Context: an optimization exercise on an open-source flow, tuned for small area and a short achievable clock period. The choices shown serve that exercise and are no tape-out recipe. Only simulation tests tie the RTL to the original design; equivalence was not proved.

==> trial 88: inputs <==
Design system, start of the top module:
module system(input clk,
              input reset,
              input key_ready,
              input make,
              input ext,
              input [7:0] key_input,
              output [4:0] befor,
              output [4:0] after,
              output [4:0] shift0,
              output [4:0] shift1,
              output [4:0] shift2,
              output [2:0] type0,
              output [2:0] type1,
              output [2:0] type2,
              input increase_shift_or_type,
              input increase0,
              input increase1,
              input increase2,
              input [4:0] history_raddr,
              output [7:0] history_dout);
==> module history_keeper, before the edit <==
module history_keeper (input clk,
                       input reset,
                       input save_history,
                       input [4:0] befor,
                       input [4:0] after,
                       output [4:0] waddr,
                       output reg we,
                       output reg [4:0] dout);
    parameter WAIT       = 2'h0;
    parameter SAVE       = 2'h1;
    parameter CLEAR_NEXT = 2'h2;
    parameter CLEAR_ALL  = 2'h3;
    reg [1:0] state, next_state;
    reg [4:0] index, next_index;
    reg [4:0] to_save, next_to_save;
    wire [4:0] index_plus_1 = {index[4] ^ &index[3:0], index[3] ^ &index[2:0], index[2] ^ &index[1:0], index[1] ^ index[0], ~index[0]};
    assign waddr = index;
    always @(posedge clk)
        if (reset) begin
            state   <= CLEAR_ALL;
            index   <= 0;
            to_save <= 0;
        end
        else begin
            state   <= next_state;
            index   <= next_index;
            to_save <= next_to_save;
        end
    always @(*) begin
        we           = 1'b1;
        dout         = 5'd0;
        next_state   = state;
        next_index   = index;
        next_to_save = 0;
        case (state)
            WAIT: begin
                we = 1'b0;
                if (save_history) begin
                    next_state   = SAVE;
                    next_to_save = befor;
                end
                else
                    next_to_save = to_save;
            end
            SAVE: begin
                dout = {to_save[4] ^ &to_save[3:0], to_save[3] ^ &to_save[2:0], to_save[2] ^ &to_save[1:0], to_save[1] ^ to_save[0], ~to_save[0]};
                if (index[4] == 0) begin
                    next_index   = {1'b1, index[3:0]};
                    next_to_save = after;
                end
                else begin
                    next_state = CLEAR_NEXT;
                    next_index = {1'b0, index_plus_1[3:0]};
                end
            end
            CLEAR_NEXT: begin
                if (index[4] == 0)
                    next_index = {1'b1, index[3:0]};
                else begin
                    next_state = WAIT;
                    next_index = {1'b0, index[3:0]};
                end
            end
            CLEAR_ALL: begin
                if (index == 5'h1f) begin
                    next_state = WAIT;
                    next_index = 5'h0;
                end
                else
                    next_index = index_plus_1;
            end
        endcase
    end
endmodule
==> module history_ram, before the edit <==
module history_ram (input clk,
                    input [4:0] raddr,
                    input [4:0] din,
                    input [4:0] waddr,
                    input we,
                    output [7:0] dout);
    reg [4:0] m [0:31];
    always @(posedge clk)
        if (we)
            m[waddr] <= din;
    wire [4:0] e = m[raddr];
    wire letter = |e;
    assign dout = {1'b0, letter, ~letter, e};
endmodule
==> flow/config.mk <==
export PLATFORM = sky130hd
export DESIGN_NAME = system
export DESIGN_NICKNAME = system
export VERILOG_FILES = /design/flow/design.v
export SDC_FILE = /design/flow/constraint.sdc
export NUM_CORES = 4
export LEC_CHECK = 0
export CAP_MARGIN = 20
export CORE_MARGIN = 2
export CORE_UTILIZATION = 40
export SLEW_MARGIN = 20
==> flow/constraint.sdc <==
create_clock -name core_clock -period 48.0 [get_ports {clk}]
set_input_delay 9.6000 -clock core_clock [delete_from_list [all_inputs] [get_ports {clk}]]
set_output_delay 9.6000 -clock core_clock [all_outputs]
set_load 0.01 [all_outputs]
standard.sh (not shown) runs the stock make flow with config.mk's settings and CLKGATE_MAP_FILE= SYNTH_SCRIPT=/design/flow/synth_recipe.tcl, a recipe that flattens the netlist after the stock synthesis.
==> flow/flow/run.sh <==
#!/bin/bash
# Layout flow: the standard ORFS flow (standard.sh) with
#  - a stronger, area-oriented ABC script in synthesis (flow/abc_area.script,
#    used through a copy of the ORFS scripts folder; nothing else changes),
#  - plain buffers (buf_2) as the port buffers,
#  - CTS with clkbuf_8 and no dummy loads,
#  - repair_timing asked for a larger setup margin, so that it also speeds up
#    the combinational history read path (history_raddr -> history_dout).
# Each tool's output goes to the ORFS logs under orfs/logs; make's to flow_run.log.
set -euo pipefail
W=$PWD
rm -rf "$W/scripts_own"
cp -r "$FLOW_HOME/scripts" "$W/scripts_own"
cp "$W/flow/abc_area.script" "$W/scripts_own/abc_area.script"
export BUFFER_PORTS_ARGS="-buffer_cell sky130_fd_sc_hd__buf_2"
export CTS_ARGS="-sink_clustering_enable -repair_clock_nets -buf_list sky130_fd_sc_hd__clkbuf_16 -dont_use_dummy_load -sink_clustering_size 30 -sink_clustering_max_diameter 80"
export SETUP_SLACK_MARGIN=26.5
bash standard.sh SCRIPTS_DIR="$W/scripts_own" ABC_AREA=1 finish > "$W/flow_run.log" 2>&1
==> flow/flow/abc_area.script <==
strash
&get -n
&deepsyn -T 120
&put
dch
amap
topo
stime -c
buffer -c
upsize -c
dnsize -c
==> trial 5 (differences from trial 88) <==
--- a/flow/design.v
+++ b/flow/design.v
@@ -39,40 +39,39 @@
     endfunction
     function [2:0] inc5(input [2:0] t);
         inc5 = t[2] ? 3'd0 : {t[1] & t[0], t[1] ^ t[0], ~t[0]};
     endfunction
     always @(posedge clk)
         x <= next_x;
+    always @(posedge clk)
+        save_history <= !reset && (save_next_counter == 2'b11);
     always @(posedge clk) begin
         if (reset) begin
             befor             <= 0;
             after             <= 0;
             shift0            <= 0;
             shift1            <= 0;
             shift2            <= 0;
             type0             <= 0;
             type1             <= 0;
             type2             <= 0;
-            save_history      <= 0;
             save_next_counter <= 0;
         end
         else if (save_next_counter == 2'b11) begin
             after             <= result;
             save_next_counter <= 0;
-            save_history      <= 1;
             if (shift0 == 25 && shift1 == 25)
                 shift2 <= inc26(shift2);
             if (shift0 == 25)
                 shift1 <= inc26(shift1);
             shift0 <= inc26(shift0);
         end
         else if (save_next_counter != 2'b00) begin
             save_next_counter <= {save_next_counter[1] ^ save_next_counter[0], ~save_next_counter[0]};
         end
         else begin
-            save_history <= 0;
             if (key_ok) begin
                 befor             <= letter;
                 save_next_counter <= 2'b01;
             end
             else if (increase_shift_or_type == 0) begin
                 if (increase0) shift0 <= inc26(shift0);
@@ -114,12 +113,18 @@
             9'd20: dout = 5'd0;
             9'd21: dout = 5'd8;
             9'd22: dout = 5'd1;
             9'd23: dout = 5'd17;
             9'd24: dout = 5'd2;
             9'd25: dout = 5'd9;
+            9'd26: dout = 5'd18;
+            9'd27: dout = 5'd15;
+            9'd28: dout = 5'd0;
+            9'd29: dout = 5'd8;
+            9'd30: dout = 5'd1;
+            9'd31: dout = 5'd17;
             9'd32: dout = 5'd0;
             9'd33: dout = 5'd9;
             9'd34: dout = 5'd3;
             9'd35: dout = 5'd10;
             9'd36: dout = 5'd18;
             9'd37: dout = 5'd8;
@@ -140,12 +145,18 @@
             9'd52: dout = 5'd15;
             9'd53: dout = 5'd24;
             9'd54: dout = 5'd5;
             9'd55: dout = 5'd21;
             9'd56: dout = 5'd14;
             9'd57: dout = 5'd4;
+            9'd58: dout = 5'd25;
+            9'd59: dout = 5'd13;
+            9'd60: dout = 5'd15;
+            9'd61: dout = 5'd24;
+            9'd62: dout = 5'd5;
+            9'd63: dout = 5'd21;
             9'd64: dout = 5'd1;
             9'd65: dout = 5'd3;
             9'd66: dout = 5'd5;
             9'd67: dout = 5'd7;
             9'd68: dout = 5'd9;
             9'd69: dout = 5'd11;
@@ -166,12 +177,18 @@
             9'd84: dout = 5'd10;
             9'd85: dout = 5'd12;
             9'd86: dout = 5'd20;
             9'd87: dout = 5'd18;
             9'd88: dout = 5'd16;
             9'd89: dout = 5'd14;
+            9'd90: dout = 5'd6;
+            9'd91: dout = 5'd0;
+            9'd92: dout = 5'd10;
+            9'd93: dout = 5'd12;
+            9'd94: dout = 5'd20;
+            9'd95: dout = 5'd18;
             9'd96: dout = 5'd4;
             9'd97: dout = 5'd18;
             9'd98: dout = 5'd14;
             9'd99: dout = 5'd21;
             9'd100: dout = 5'd15;
             9'd101: dout = 5'd25;
@@ -192,12 +209,18 @@
             9'd116: dout = 5'd10;
             9'd117: dout = 5'd3;
             9'd118: dout = 5'd2;
             9'd119: dout = 5'd12;
             9'd120: dout = 5'd22;
             9'd121: dout = 5'd1;
+            9'd122: dout = 5'd19;
+            9'd123: dout = 5'd6;
+            9'd124: dout = 5'd10;
+            9'd125: dout = 5'd3;
+            9'd126: dout = 5'd2;
+            9'd127: dout = 5'd12;
             9'd128: dout = 5'd21;
             9'd129: dout = 5'd25;
             9'd130: dout = 5'd1;
             9'd131: dout = 5'd17;
             9'd132: dout = 5'd6;
             9'd133: dout = 5'd8;
@@ -218,12 +241,18 @@
             9'd148: dout = 5'd16;
             9'd149: dout = 5'd14;
             9'd150: dout = 5'd5;
             9'd151: dout = 5'd4;
             9'd152: dout = 5'd2;
             9'd153: dout = 5'd10;
+            9'd154: dout = 5'd12;
+            9'd155: dout = 5'd9;
+            9'd156: dout = 5'd16;
+            9'd157: dout = 5'd14;
+            9'd158: dout = 5'd5;
+            9'd159: dout = 5'd4;
             9'd256: dout = 5'd5;
             9'd257: dout = 5'd3;
             9'd258: dout = 5'd1;
             9'd259: dout = 5'd19;
             9'd260: dout = 5'd25;
             9'd261: dout = 5'd22;
@@ -244,12 +273,18 @@
             9'd276: dout = 5'd8;
             9'd277: dout = 5'd17;
             9'd278: dout = 5'd12;
             9'd279: dout = 5'd9;
             9'd280: dout = 5'd11;
             9'd281: dout = 5'd16;
+            9'd282: dout = 5'd7;
+            9'd283: dout = 5'd14;
+            9'd284: dout = 5'd8;
+            9'd285: dout = 5'd17;
+            9'd286: dout = 5'd12;
+            9'd287: dout = 5'd9;
             9'd288: dout = 5'd25;
             9'd289: dout = 5'd16;
             9'd290: dout = 5'd10;
             9'd291: dout = 5'd23;
             9'd292: dout = 5'd0;
             9'd293: dout = 5'd3;
@@ -270,12 +305,18 @@
             9'd308: dout = 5'd18;
             9'd309: dout = 5'd2;
             9'd310: dout = 5'd13;
             9'd311: dout = 5'd17;
             9'd312: dout = 5'd4;
             9'd313: dout = 5'd7;
+            9'd314: dout = 5'd21;
+            9'd315: dout = 5'd12;
+            9'd316: dout = 5'd18;
+            9'd317: dout = 5'd2;
+            9'd318: dout = 5'd13;
+            9'd319: dout = 5'd17;
             9'd320: dout = 5'd6;
             9'd321: dout = 5'd25;
             9'd322: dout = 5'd19;
             9'd323: dout = 5'd24;
             9'd324: dout = 5'd10;
             9'd325: dout = 5'd23;
@@ -296,12 +337,18 @@
             9'd340: dout = 5'd3;
             9'd341: dout = 5'd14;
             9'd342: dout = 5'd8;
             9'd343: dout = 5'd15;
             9'd344: dout = 5'd11;
             9'd345: dout = 5'd13;
+            9'd346: dout = 5'd2;
+            9'd347: dout = 5'd16;
+            9'd348: dout = 5'd3;
+            9'd349: dout = 5'd14;
+            9'd350: dout = 5'd8;
+            9'd351: dout = 5'd15;
             9'd352: dout = 5'd18;
             9'd353: dout = 5'd0;
             9'd354: dout = 5'd3;
             9'd355: dout = 5'd4;
             9'd356: dout = 5'd25;
             9'd357: dout = 5'd8;
@@ -322,12 +369,18 @@
             9'd372: dout = 5'd15;
             9'd373: dout = 5'd22;
             9'd374: dout = 5'd1;
             9'd375: dout = 5'd11;
             9'd376: dout = 5'd17;
             9'd377: dout = 5'd20;
+            9'd378: dout = 5'd24;
+            9'd379: dout = 5'd7;
+            9'd380: dout = 5'd15;
+            9'd381: dout = 5'd22;
+            9'd382: dout = 5'd1;
+            9'd383: dout = 5'd11;
             9'd384: dout = 5'd9;
             9'd385: dout = 5'd23;
             9'd386: dout = 5'd1;
             9'd387: dout = 5'd14;
             9'd388: dout = 5'd2;
             9'd389: dout = 5'd3;
@@ -348,12 +401,18 @@
             9'd404: dout = 5'd17;
             9'd405: dout = 5'd25;
             9'd406: dout = 5'd8;
             9'd407: dout = 5'd10;
             9'd408: dout = 5'd18;
             9'd409: dout = 5'd24;
+            9'd410: dout = 5'd15;
+            9'd411: dout = 5'd19;
+            9'd412: dout = 5'd17;
+            9'd413: dout = 5'd25;
+            9'd414: dout = 5'd8;
+            9'd415: dout = 5'd10;
             default: dout = 5'd0;
         endcase
 endmodule
 module rotor_u2 (input dir, input [2:0] rtype, input [4:0] idx, output reg [4:0] dout);
     wire [2:0] t = rtype[2] ? 3'd4 : {1'b0, rtype[1:0]};
     always @(*)
@@ -381,12 +440,18 @@
             9'd20: dout = 5'd3;
             9'd21: dout = 5'd0;
             9'd22: dout = 5'd6;
             9'd23: dout = 5'd24;
             9'd24: dout = 5'd22;
             9'd25: dout = 5'd20;
+            9'd26: dout = 5'd15;
+            9'd27: dout = 5'd5;
+            9'd28: dout = 5'd3;
+            9'd29: dout = 5'd0;
+            9'd30: dout = 5'd6;
+            9'd31: dout = 5'd24;
             9'd32: dout = 5'd18;
             9'd33: dout = 5'd21;
             9'd34: dout = 5'd8;
             9'd35: dout = 5'd12;
             9'd36: dout = 5'd23;
             9'd37: dout = 5'd7;
@@ -407,12 +472,18 @@
             9'd52: dout = 5'd22;
             9'd53: dout = 5'd25;
             9'd54: dout = 5'd2;
             9'd55: dout = 5'd15;
             9'd56: dout = 5'd9;
             9'd57: dout = 5'd0;
+            9'd58: dout = 5'd11;
+            9'd59: dout = 5'd17;
+            9'd60: dout = 5'd22;
+            9'd61: dout = 5'd25;
+            9'd62: dout = 5'd2;
+            9'd63: dout = 5'd15;
             9'd64: dout = 5'd12;
             9'd65: dout = 5'd14;
             9'd66: dout = 5'd10;
             9'd67: dout = 5'd17;
             9'd68: dout = 5'd11;
             9'd69: dout = 5'd22;
@@ -433,12 +504,18 @@
             9'd84: dout = 5'd2;
             9'd85: dout = 5'd15;
             9'd86: dout = 5'd1;
             9'd87: dout = 5'd6;
             9'd88: dout = 5'd0;
             9'd89: dout = 5'd19;
+            9'd90: dout = 5'd3;
+            9'd91: dout = 5'd18;
+            9'd92: dout = 5'd2;
+            9'd93: dout = 5'd15;
+            9'd94: dout = 5'd1;
+            9'd95: dout = 5'd6;
             9'd96: dout = 5'd5;
             9'd97: dout = 5'd8;
             9'd98: dout = 5'd14;
             9'd99: dout = 5'd24;
             9'd100: dout = 5'd3;
             9'd101: dout = 5'd10;
@@ -459,12 +536,18 @@
             9'd116: dout = 5'd17;
             9'd117: dout = 5'd0;
             9'd118: dout = 5'd21;
             9'd119: dout = 5'd22;
             9'd120: dout = 5'd25;
             9'd121: dout = 5'd7;
+            9'd122: dout = 5'd13;
+            9'd123: dout = 5'd19;
+            9'd124: dout = 5'd17;
+            9'd125: dout = 5'd0;
+            9'd126: dout = 5'd21;
+            9'd127: dout = 5'd22;
             9'd128: dout = 5'd1;
             9'd129: dout = 5'd7;
             9'd130: dout = 5'd15;
             9'd131: dout = 5'd17;
             9'd132: dout = 5'd0;
             9'd133: dout = 5'd8;
@@ -485,12 +568,18 @@
             9'd148: dout = 5'd22;
             9'd149: dout = 5'd23;
             9'd150: dout = 5'd11;
             9'd151: dout = 5'd24;
             9'd152: dout = 5'd2;
             9'd153: dout = 5'd16;
+            9'd154: dout = 5'd13;
+            9'd155: dout = 5'd4;
+            9'd156: dout = 5'd22;
+            9'd157: dout = 5'd23;
+            9'd158: dout = 5'd11;
+            9'd159: dout = 5'd24;
             default: dout = 5'd0;
         endcase
 endmodule
 module rotor (input [1:0] slot,
               input [4:0] letter,
               input [4:0] x,
@@ -568,41 +657,35 @@
     wire [4:0] index_plus_1 = {index[4] ^ &index[3:0], index[3] ^ &index[2:0], index[2] ^ &index[1:0], index[1] ^ index[0], ~index[0]};
     assign waddr = index;
     always @(posedge clk)
         if (reset) begin
             state   <= CLEAR_ALL;
             index   <= 0;
-            to_save <= 0;
         end
         else begin
             state   <= next_state;
             index   <= next_index;
-            to_save <= next_to_save;
         end
+    always @(posedge clk)
+        to_save <= next_to_save;
     always @(*) begin
         we           = 1'b1;
         dout         = 5'd0;
         next_state   = state;
         next_index   = index;
-        next_to_save = 0;
+        next_to_save = (state == WAIT) ? befor : after;
         case (state)
             WAIT: begin
                 we = 1'b0;
-                if (save_history) begin
-                    next_state   = SAVE;
-                    next_to_save = befor;
-                end
-                else
-                    next_to_save = to_save;
+                if (save_history)
+                    next_state = SAVE;
             end
             SAVE: begin
                 dout = {to_save[4] ^ &to_save[3:0], to_save[3] ^ &to_save[2:0], to_save[2] ^ &to_save[1:0], to_save[1] ^ to_save[0], ~to_save[0]};
-                if (index[4] == 0) begin
-                    next_index   = {1'b1, index[3:0]};
-                    next_to_save = after;
-                end
+                if (index[4] == 0)
+                    next_index = {1'b1, index[3:0]};
                 else begin
                     next_state = CLEAR_NEXT;
                     next_index = {1'b0, index_plus_1[3:0]};
                 end
             end
             CLEAR_NEXT: begin
@@ -611,18 +694,15 @@
                 else begin
                     next_state = WAIT;
                     next_index = {1'b0, index[3:0]};
                 end
             end
             CLEAR_ALL: begin
-                if (index == 5'h1f) begin
+                next_index = index_plus_1;
+                if (index == 5'h1f)
                     next_state = WAIT;
-                    next_index = 5'h0;
-                end
-                else
-                    next_index = index_plus_1;
             end
         endcase
     end
 endmodule
 module history_ram (input clk,
                     input [4:0] raddr,
@@ -631,13 +711,21 @@
                     input we,
                     output [7:0] dout);
     reg [4:0] m [0:31];
     always @(posedge clk)
         if (we)
             m[waddr] <= din;
-    wire [4:0] e = m[raddr];
+    wire [3:0] dlo = 4'b0001 << raddr[1:0];
+    wire [7:0] dhi = 8'b00000001 << raddr[4:2];
+    reg  [4:0] e;
+    integer i;
+    always @(*) begin
+        e = 5'd0;
+        for (i = 0; i < 32; i = i + 1)
+            e = e | ({5{dlo[i % 4] & dhi[i / 4]}} & m[i]);
+    end
     wire letter = |e;
     assign dout = {1'b0, letter, ~letter, e};
 endmodule
 module system(input clk,
               input reset,
               input key_ready,
==> flow/flow/run.sh (replaced) <==
#!/bin/bash
# Layout flow: the standard ORFS flow (standard.sh) with
#  - a stronger, area-oriented ABC script in synthesis (flow/abc_area.script,
#    without ABC's own buffering and sizing, left to the placer's repair,
#    and with no adder-cell mapping (ADDER_MAP_FILE empty), so that all the
#    arithmetic goes through ABC with the rest of the logic;
#    used through a copy of the ORFS scripts folder; nothing else changes),
#  - plain buffers (buf_1) as the port buffers,
#  - CTS with clkbuf_16 in clusters of up to 30 flip-flops and no dummy loads,
set -euo pipefail
W=$PWD
rm -rf "$W/scripts_own"
cp -r "$FLOW_HOME/scripts" "$W/scripts_own"
cp "$W/flow/abc_area.script" "$W/scripts_own/abc_area.script"
export BUFFER_PORTS_ARGS="-buffer_cell sky130_fd_sc_hd__buf_1"
export CTS_ARGS="-sink_clustering_enable -repair_clock_nets -buf_list sky130_fd_sc_hd__clkbuf_16 -dont_use_dummy_load -sink_clustering_size 30 -sink_clustering_max_diameter 80"
export SETUP_SLACK_MARGIN=0
bash standard.sh SCRIPTS_DIR="$W/scripts_own" ABC_AREA=1 ADDER_MAP_FILE= finish > "$W/flow_run.log" 2>&1
==> flow/flow/abc_area.script (replaced) <==
strash
&get -n
&deepsyn -T 120
&put
dch
amap -F 3
topo
==> trial 83 (differences from trial 88) <==
--- a/flow/design.v
+++ b/flow/design.v
@@ -568,41 +568,35 @@
     wire [4:0] index_plus_1 = {index[4] ^ &index[3:0], index[3] ^ &index[2:0], index[2] ^ &index[1:0], index[1] ^ index[0], ~index[0]};
     assign waddr = index;
     always @(posedge clk)
         if (reset) begin
             state   <= CLEAR_ALL;
             index   <= 0;
-            to_save <= 0;
         end
         else begin
             state   <= next_state;
             index   <= next_index;
-            to_save <= next_to_save;
         end
+    always @(posedge clk)
+        to_save <= next_to_save;
     always @(*) begin
         we           = 1'b1;
         dout         = 5'd0;
         next_state   = state;
         next_index   = index;
-        next_to_save = 0;
+        next_to_save = (state == WAIT) ? befor : after;
         case (state)
             WAIT: begin
                 we = 1'b0;
-                if (save_history) begin
-                    next_state   = SAVE;
-                    next_to_save = befor;
-                end
-                else
-                    next_to_save = to_save;
+                if (save_history)
+                    next_state = SAVE;
             end
             SAVE: begin
                 dout = {to_save[4] ^ &to_save[3:0], to_save[3] ^ &to_save[2:0], to_save[2] ^ &to_save[1:0], to_save[1] ^ to_save[0], ~to_save[0]};
-                if (index[4] == 0) begin
-                    next_index   = {1'b1, index[3:0]};
-                    next_to_save = after;
-                end
+                if (index[4] == 0)
+                    next_index = {1'b1, index[3:0]};
                 else begin
                     next_state = CLEAR_NEXT;
                     next_index = {1'b0, index_plus_1[3:0]};
                 end
             end
             CLEAR_NEXT: begin
@@ -611,18 +605,15 @@
                 else begin
                     next_state = WAIT;
                     next_index = {1'b0, index[3:0]};
                 end
             end
             CLEAR_ALL: begin
-                if (index == 5'h1f) begin
+                next_index = index_plus_1;
+                if (index == 5'h1f)
                     next_state = WAIT;
-                    next_index = 5'h0;
-                end
-                else
-                    next_index = index_plus_1;
             end
         endcase
     end
 endmodule
 module history_ram (input clk,
                     input [4:0] raddr,
@@ -631,13 +622,21 @@
                     input we,
                     output [7:0] dout);
     reg [4:0] m [0:31];
     always @(posedge clk)
         if (we)
             m[waddr] <= din;
-    wire [4:0] e = m[raddr];
+    wire [3:0] dlo = 4'b0001 << raddr[1:0];
+    wire [7:0] dhi = 8'b00000001 << raddr[4:2];
+    reg  [4:0] e;
+    integer i;
+    always @(*) begin
+        e = 5'd0;
+        for (i = 0; i < 32; i = i + 1)
+            e = e | ({5{dlo[i % 4] & dhi[i / 4]}} & m[i]);
+    end
     wire letter = |e;
     assign dout = {1'b0, letter, ~letter, e};
 endmodule
 module system(input clk,
               input reset,
               input key_ready,
==> flow/flow/run.sh (replaced) <==
#!/bin/bash
# Layout flow: the standard ORFS flow (standard.sh) with
#  - a stronger, area-oriented ABC script in synthesis (flow/abc_area.script,
#    used through a copy of the ORFS scripts folder; nothing else changes),
#  - plain buffers (buf_1) as the port buffers,
#  - CTS with clkbuf_16 in clusters of up to 30 flip-flops and no dummy loads,
#  - repair_timing asked for a larger setup margin, so that it also speeds up
#    the combinational history read path (history_raddr -> history_dout).
# Each tool's output goes to the ORFS logs under orfs/logs; make's to flow_run.log.
set -euo pipefail
W=$PWD
rm -rf "$W/scripts_own"
cp -r "$FLOW_HOME/scripts" "$W/scripts_own"
cp "$W/flow/abc_area.script" "$W/scripts_own/abc_area.script"
export BUFFER_PORTS_ARGS="-buffer_cell sky130_fd_sc_hd__buf_1"
export CTS_ARGS="-sink_clustering_enable -repair_clock_nets -buf_list sky130_fd_sc_hd__clkbuf_16 -dont_use_dummy_load -sink_clustering_size 30 -sink_clustering_max_diameter 80"
export SETUP_SLACK_MARGIN=26.1
bash standard.sh SCRIPTS_DIR="$W/scripts_own" ABC_AREA=1 finish > "$W/flow_run.log" 2>&1
==> flow/flow/abc_area.script (replaced) <==
strash
&get -n
&deepsyn -T 120
&put
dch
amap -F 3
topo
stime -c
buffer -c
upsize -c
dnsize -c
==> impl_metrics.py <==
metrics = {
    "cells_and_area": {
        "clkbuf_count": 13,
        "inverters": 143,
    },
    "sta": {
        "rsz0062_at_grt": "false",
    },
    "critical_path": {
        "r2r-end": "machine_controller.after[2]$_SDFFE_PP0N_",
        "crit_start": "history_raddr[4]",
        "cp-endpoint": "history_dout[6]",
        "max_stage_delay_ns": 0.59,
    },
    "clocking": {
        "cts_buffers": 13,
    },
    "synthesis": {
        "synth_compound_area_frac": 0.2257,
    },
    "min_path": {
        "min-delay-start": "machine_controller.save_history$_DFF_P_",
    },
    "run_status": {
        "status": "finished clean",
    },
}
-- figures above: trial 5

==> impl_metrics.py <==
metrics = {
    "critical_path": {
        "max_stage_delay_ns": 0.73,
        "r2r-end": "machine_controller.after[4]$_SDFFE_PP0N_",
        "cp-endpoint": "history_dout[6]",
        "crit_start": "history_raddr[1]",
    },
    "run_status": {
        "status": "finished clean",
    },
    "detailed_routing": {
        "remaining_drc_errors": 0,
    },
    "sta": {
        "rsz0062_at_grt": "false",
    },
    "synthesis": {
        "synth_compound_area_frac": 0.2020,
    },
    "cells_and_area": {
        "clkbuf_count": 14,
        "inverters": 154,
    },
    "clocking": {
        "cts_buffers": 14,
    },
    "min_path": {
        "min-delay-start": "machine_controller.after[4]$_SDFFE_PP0N_",
    },
}
-- figures above: trial 83

==> impl_metrics.py <==
metrics = {
    "run_status": {
        "status": "finished clean",
    },
    "synthesis": {
        "synth_cell_types": 77,
        "synthTopCellsByCount": "nor2_1, edfxtp_1, inv_1",
        "synth_compound_area_frac": 0.2098,
        "synth_mux_area_frac": 0,
    },
    "sta": {
        "rsz0062_at_grt": "true",
    },
    "critical_path": {
        "crit_start": "history_raddr[1]",
        "cp-endpoint": "history_dout[5]",
        "r2r-end": "machine_controller.after[4]$_SDFFE_PP0N_",
    },
    "cells_and_area": {
        "inverters": 150,
        "clkbuf_count": 14,
    },
    "grt": {
        "grtUsageMet1": 0.3291,
    },
    "min_path": {
        "min-delay-start": "history_keeper.to_save[1]$_SDFFE_PP0N_",
    },
}
-- figures above: trial 88

-- static timing again, ports no longer ideal --
The flow's constraints put no driver on any port. The routed layouts listed below were extracted and timed again, unchanged, in two steps.
Step 1 assumes that a clkbuf_16 drives the clock port and a buf_2 every other input.
Step 2, shift: input delay + t, output delay - t, t = (earliest + latest rising clock arrival at the registers) / 2. This alone moves slack from input paths to output paths.
Slacks: ideal / step 1 / step 2; pairs: ideal / step 1.
run | t, ns | setup slack, ns | worst setup path after step 2 | worst data-port slew with drivers (ns)
trial 88 | 0.514 | 26.697 / 26.676 / 26.534 | input to register | 0.04
trial 5 | 0.508 | 26.066 / 26.043 / 26.043 | input to output | 0.03
trial 83 | 0.499 | 26.244 / 26.217 / 26.207 | input to register | 0.04
After both steps every run listed still meets setup and hold. The setup slack of trial 88, which loses most, moves by -0.021 ns with the drivers and by -0.163 ns with both steps.
